Background: an optimization exercise with open tools, aiming at small area. Do not read the settings as production practice. Function was checked by simulation only, so behaviour that the tests miss may differ from the original. The clock input has no modelled driver; a real chip could not lean on it and would need a root buffer or a full tree. No activity file was given, so power comes from the tool's default toggle rates.

==> flow/design.v (excerpt) <==
module traffic_control(GSN1,GSN2,GWE1,GWE2,RWE,RNS,SN1D1,SN1D2,SN2D1,SN2D2,WE1D1,WE1D2,WE2D1,WE2D2,CLK,RESET);
clock: 5.0 ns
lec_check: 0
abc_area: 1
cap_margin: 20
core_area: 4 4 64 64
die_area: 0 0 68 68
gpl_timing_driven: 0
slew_margin: 20
standard.sh (not shown) runs the stock make flow with config.mk's settings and CLKGATE_MAP_FILE= SYNTH_SCRIPT=/design/flow/synth_recipe.tcl, a recipe that flattens the netlist after the stock synthesis.
==> flow/flow/run.sh <==
#!/bin/bash
# The standard ORFS layout (standard.sh) with three changes:
#  - synthesis maps the logic with an area-only ABC script (flow/abc_area.script):
#    no buffering or upsizing inside ABC, and no half/full-adder extraction;
#  - ports that carry the same signal are not given extra synthesis buffers
#    (each port still gets its own port buffer in placement);
#  - the port buffers are the smallest buffer cell, buf_1.
set -euo pipefail
W=$PWD
rm -rf "$W/scripts"
cp -r "$FLOW_HOME/scripts" "$W/scripts"
cp "$W/flow/abc_area.script" "$W/scripts/abc_area.script"
export SCRIPTS_DIR="$W/scripts"
export ADDER_MAP_FILE=
export SYNTH_INSBUF=0
export BUFFER_PORTS_ARGS="-buffer_cell sky130_fd_sc_hd__buf_1"
export SKIP_REPAIR_TIE_FANOUT=1
export CTS_ARGS="-sink_clustering_enable -repair_clock_nets -buf_list sky130_fd_sc_hd__clkbuf_2 -root_buf sky130_fd_sc_hd__clkbuf_2 -sink_clustering_size 16 -sink_clustering_max_diameter 200 -dont_use_dummy_load"
bash standard.sh > "$W/standard.log" 2>&1
==> flow/flow/abc_area.script <==
strash
dch -f
map
topo
Next try:
--- a/flow/flow/run.sh
+++ b/flow/flow/run.sh
@@ -18,0 +19 @@
+export POST_CTS_TCL="$W/flow/post_cts.tcl"
==> flow/flow/post_cts.tcl (new file) <==
# POST_CTS_TCL hook: with only a handful of flip-flops, one clock buffer is enough.
# Replace the clock tree CTS built (a root buffer feeding leaf buffers) by its root
# buffer alone, driving every flip-flop clock pin.
set block [ord::get_db_block]
set root ""
foreach inst [$block getInsts] {
  set it [$inst findITerm A]
  if {$it == "NULL" || $it == ""} continue
  set n [$it getNet]
  if {$n != "NULL" && $n != "" && [$n getName] == "CLK" && [string match "*clkbuf*" [[$inst getMaster] getName]]} { set root $inst }
}
puts "clock root: [$root getName]"
set rootnet [[$root findITerm X] getNet]
set leaves {}
foreach it [$rootnet getITerms] {
  set inst [$it getInst]
  if {$inst != $root && [string match "*clkbuf*" [[$inst getMaster] getName]]} { lappend leaves $inst }
}
foreach leaf $leaves {
  set onet [[$leaf findITerm X] getNet]
  foreach it [$onet getITerms] {
    if {[$it getInst] == $leaf} continue
    $it disconnect
    $it connect $rootnet
  }
  puts "removed [$leaf getName]"
  [$leaf findITerm A] disconnect
  [$leaf findITerm X] disconnect
  odb::dbInst_destroy $leaf
  odb::dbNet_destroy $onet
}
Core utilization decreases by 1.1 points.
Synthesized area does not change.
Worst setup slack degrades by 23 ps.
Clock power shrinks by well over a third.
Design area drops by a few percent.
Hold slack improved by 69 ps.
Global-route usage went up by 0.10 points.
Sequential share of layout area is higher by 0.21 points.
Routed wire length goes up slightly.
Via count climbs slightly.
Next try:
==> flow/flow/abc_area.script (replaced) <==
strash
dch -f
amap
topo
Effect: Synthesized cell count came out lower by 9.2%; total power grows by 2.8%; wire length went up by 5.2%; cell count shrinks by 0.90%; worst hold slack is worse by 94 ps.
Next try:
==> flow/flow/abc_area.script (replaced) <==
strash
dch -f
map -D 2200
topo
What happened: Combinational power falls by about 3%. Setup slack gains 100 ps. Non-clock buffer count falls by 17. Count of clock-buffer cells in the layout does not change.

traffic_control, a different RTL version from the one above (not shown whole).
For scale: about 240 cells after synthesis, about 7 flip-flops.
==> flow/design.v (excerpt) <==
module traffic_control(GSN1,GSN2,GWE1,GWE2,RWE,RNS,SN1D1,SN1D2,SN2D1,SN2D2,WE1D1,WE1D2,WE2D1,WE2D2,CLK,RESET);
clock: 5.0 ns
lec_check: 0
abc_area: 1
cap_margin: 20
core_area: 4 4 64 64
die_area: 0 0 68 68
gpl_timing_driven: 0
slew_margin: 20
==> flow/flow/run.sh <==
#!/bin/bash
# The standard ORFS layout (standard.sh) with three changes:
#  - synthesis maps the logic with an area-only ABC script (flow/abc_area.script):
#    no buffering or upsizing inside ABC, and no half/full-adder extraction;
#  - ports that carry the same signal are not given extra synthesis buffers
#    (each port still gets its own port buffer in placement);
#  - the port buffers are the smallest buffer cell, buf_1.
set -euo pipefail
W=$PWD
rm -rf "$W/scripts"
cp -r "$FLOW_HOME/scripts" "$W/scripts"
cp "$W/flow/abc_area.script" "$W/scripts/abc_area.script"
export SCRIPTS_DIR="$W/scripts"
export ADDER_MAP_FILE=
export SYNTH_INSBUF=0
export BUFFER_PORTS_ARGS="-buffer_cell sky130_fd_sc_hd__buf_1"
export CTS_ARGS="-sink_clustering_enable -repair_clock_nets -buf_list sky130_fd_sc_hd__clkbuf_2 -root_buf sky130_fd_sc_hd__clkbuf_2 -sink_clustering_size 16 -sink_clustering_max_diameter 200 -dont_use_dummy_load"
bash standard.sh > "$W/standard.log" 2>&1
==> flow/flow/abc_area.script <==
strash
dch -f
map
topo
The starting point ran to the end with no violations.
Then changed:
--- a/flow/flow/run.sh
+++ b/flow/flow/run.sh
@@ -17 +16,0 @@
-export CTS_ARGS="-sink_clustering_enable -repair_clock_nets -buf_list sky130_fd_sc_hd__clkbuf_2 -root_buf sky130_fd_sc_hd__clkbuf_2 -sink_clustering_size 16 -sink_clustering_max_diameter 200 -dont_use_dummy_load"
==> flow/flow/abc_area.script (replaced) <==
strash
dch -f
amap
topo
Settings changed: CORE_AREA 4 4 64 64 to 5 5 80 80, CTS_BUF_LIST from default to sky130_fd_sc_hd__clkbuf_1 sky130_fd_sc_hd__clkbuf_2, DIE_AREA 0 0 68 68 to 0 0 85 85.
Result:
- power is higher by 6.2%
- worst setup slack got worse by 210 ps
- core utilization is lower by 15 points
- final area is higher by 9.1%
- register-to-register slack improved by 220 ps
Then changed:
--- a/flow/flow/run.sh
+++ b/flow/flow/run.sh
@@ -16,0 +17,2 @@
+export SKIP_REPAIR_TIE_FANOUT=1
+export CTS_ARGS="-sink_clustering_enable -repair_clock_nets -buf_list sky130_fd_sc_hd__clkbuf_2 -root_buf sky130_fd_sc_hd__clkbuf_2 -sink_clustering_size 16 -sink_clustering_max_diameter 200 -dont_use_dummy_load"
==> flow/flow/abc_area.script (replaced) <==
strash
&get -n
&dc2
&put
strash
dch -f
map
topo
Settings changed: CORE_AREA 5 5 80 80 to 4 4 64 64, CTS_BUF_LIST sky130_fd_sc_hd__clkbuf_1 sky130_fd_sc_hd__clkbuf_2 to default, DIE_AREA 0 0 85 85 to 0 0 68 68.
After rerunning: The new run finished clean; area after synthesis is higher by 13%; final area is lower by 8.4%; fmax is higher by 5.5%; clock power is lower by 13%; global-route usage is higher by 7.5 points.
Then changed:
--- a/flow/flow/run.sh
+++ b/flow/flow/run.sh
@@ -17,2 +16,0 @@
-export SKIP_REPAIR_TIE_FANOUT=1
-export CTS_ARGS="-sink_clustering_enable -repair_clock_nets -buf_list sky130_fd_sc_hd__clkbuf_2 -root_buf sky130_fd_sc_hd__clkbuf_2 -sink_clustering_size 16 -sink_clustering_max_diameter 200 -dont_use_dummy_load"
==> flow/flow/abc_area.script (replaced) <==
strash
&get -n
&dch -f
&nf -R 1000
&put
topo
Settings changed: CORE_AREA 4 4 64 64 to 5 5 80 80, CTS_BUF_LIST from default to sky130_fd_sc_hd__clkbuf_1 sky130_fd_sc_hd__clkbuf_2, DIE_AREA 0 0 68 68 to 0 0 85 85.
- The changed run passed the timing, design-rule and antenna checks
- setup slack degrades by 380 ps
- design area climbs by roughly a tenth
- combinational power climbs by a few percent
- sequential power is about the same
- clock skew drops by 7.8 ps
- die area climbs by well over a third
- utilization drops by 14 points

traffic_control again, from the RTL that the note above started with.
==> flow/config.mk <==
export PLATFORM = sky130hd
export DESIGN_NAME = traffic_control
export DESIGN_NICKNAME = traffic_control
export VERILOG_FILES = /design/flow/design.v
export SDC_FILE = /design/flow/constraint.sdc
export NUM_CORES = 4
export LEC_CHECK = 0
export ABC_AREA = 1
export CAP_MARGIN = 20
export CORE_AREA = 5 5 80 80
export CTS_BUF_LIST = sky130_fd_sc_hd__clkbuf_1 sky130_fd_sc_hd__clkbuf_2
export DIE_AREA = 0 0 85 85
export GPL_TIMING_DRIVEN = 0
export SLEW_MARGIN = 20
==> flow/constraint.sdc <==
create_clock -name core_clock -period 5.0 [get_ports {CLK}]
set_input_delay 1.0000 -clock core_clock [delete_from_list [all_inputs] [get_ports {CLK}]]
set_output_delay 1.0000 -clock core_clock [all_outputs]
set_load 0.01 [all_outputs]
==> flow/flow/run.sh <==
#!/bin/bash
# The standard ORFS layout (standard.sh) with three changes:
#  - synthesis maps the logic with an area-only ABC script (flow/abc_area.script):
#    no buffering or upsizing inside ABC, and no half/full-adder extraction;
#  - ports that carry the same signal are not given extra synthesis buffers
#    (each port still gets its own port buffer in placement);
#  - the port buffers are the smallest buffer cell, buf_1.
set -euo pipefail
W=$PWD
rm -rf "$W/scripts"
cp -r "$FLOW_HOME/scripts" "$W/scripts"
cp "$W/flow/abc_area.script" "$W/scripts/abc_area.script"
export SCRIPTS_DIR="$W/scripts"
export ADDER_MAP_FILE=
export SYNTH_INSBUF=0
export BUFFER_PORTS_ARGS="-buffer_cell sky130_fd_sc_hd__buf_1"
bash standard.sh > "$W/standard.log" 2>&1
==> flow/flow/abc_area.script <==
strash
dch -f
map -D 2000
topo
The starting point produced a clean layout.
==> next run, changes <==
==> flow/flow/abc_area.script (replaced) <==
strash
dch -f
map
topo
What happened: Setup slack improved by 0.023 ns; clock skew fell by 0.0087 ns; total power went down by 1.6%; routed wire length is higher by 1.1%; critical path depth went down by 4; final area shrinks by 1.2%; die area does not change.

==> afterwards: timing with drivers on the ports <==
The results above use ideal ports. As a check the final layouts listed here were re-extracted and re-timed, cells and wires unchanged.
Step 1 assumes that a clkbuf_16 drives the clock port and a buf_2 every other input.
Step 2 moves the port delays by t, midway between the first and last clock arrival at a register: inputs arrive t later, outputs are due t later. That takes back most of the time a late clock gives input paths.
a / b / c = ideal ports / drivers / drivers and shift; a / b = the first two.
run	shift t [ns]	slack for setup (ns)	slew at the worst register clock pin (ns)	pins driven straight from the clock port
the first run of note 1	0.224	0.443 / 0.426 / 0.650	0.06 / 0.06	1
the second run of note 1	0.148	0.420 / 0.402 / 0.550	0.10 / 0.10	1
the third run of note 1	0.162	0.263 / 0.246 / 0.407	0.12 / 0.12	1
the fourth run of note 1	0.153	0.368 / 0.352 / 0.505	0.11 / 0.11	1
the first run of note 2	0.230	0.451 / 0.435 / 0.665	0.06 / 0.06	1
the second run of note 2	0.239	0.238 / 0.218 / 0.458	0.07 / 0.07	1
the third run of note 2	0.233	0.486 / 0.469 / 0.703	0.07 / 0.07	1
the fourth run of note 2	0.256	0.107 / 0.088 / 0.344	0.07 / 0.07	1
the first run of note 3	0.240	0.338 / 0.318 / 0.558	0.07 / 0.07	1
the second run of note 3	0.235	0.361 / 0.343 / 0.578	0.06 / 0.06	1
After both steps every run listed still meets setup and hold.
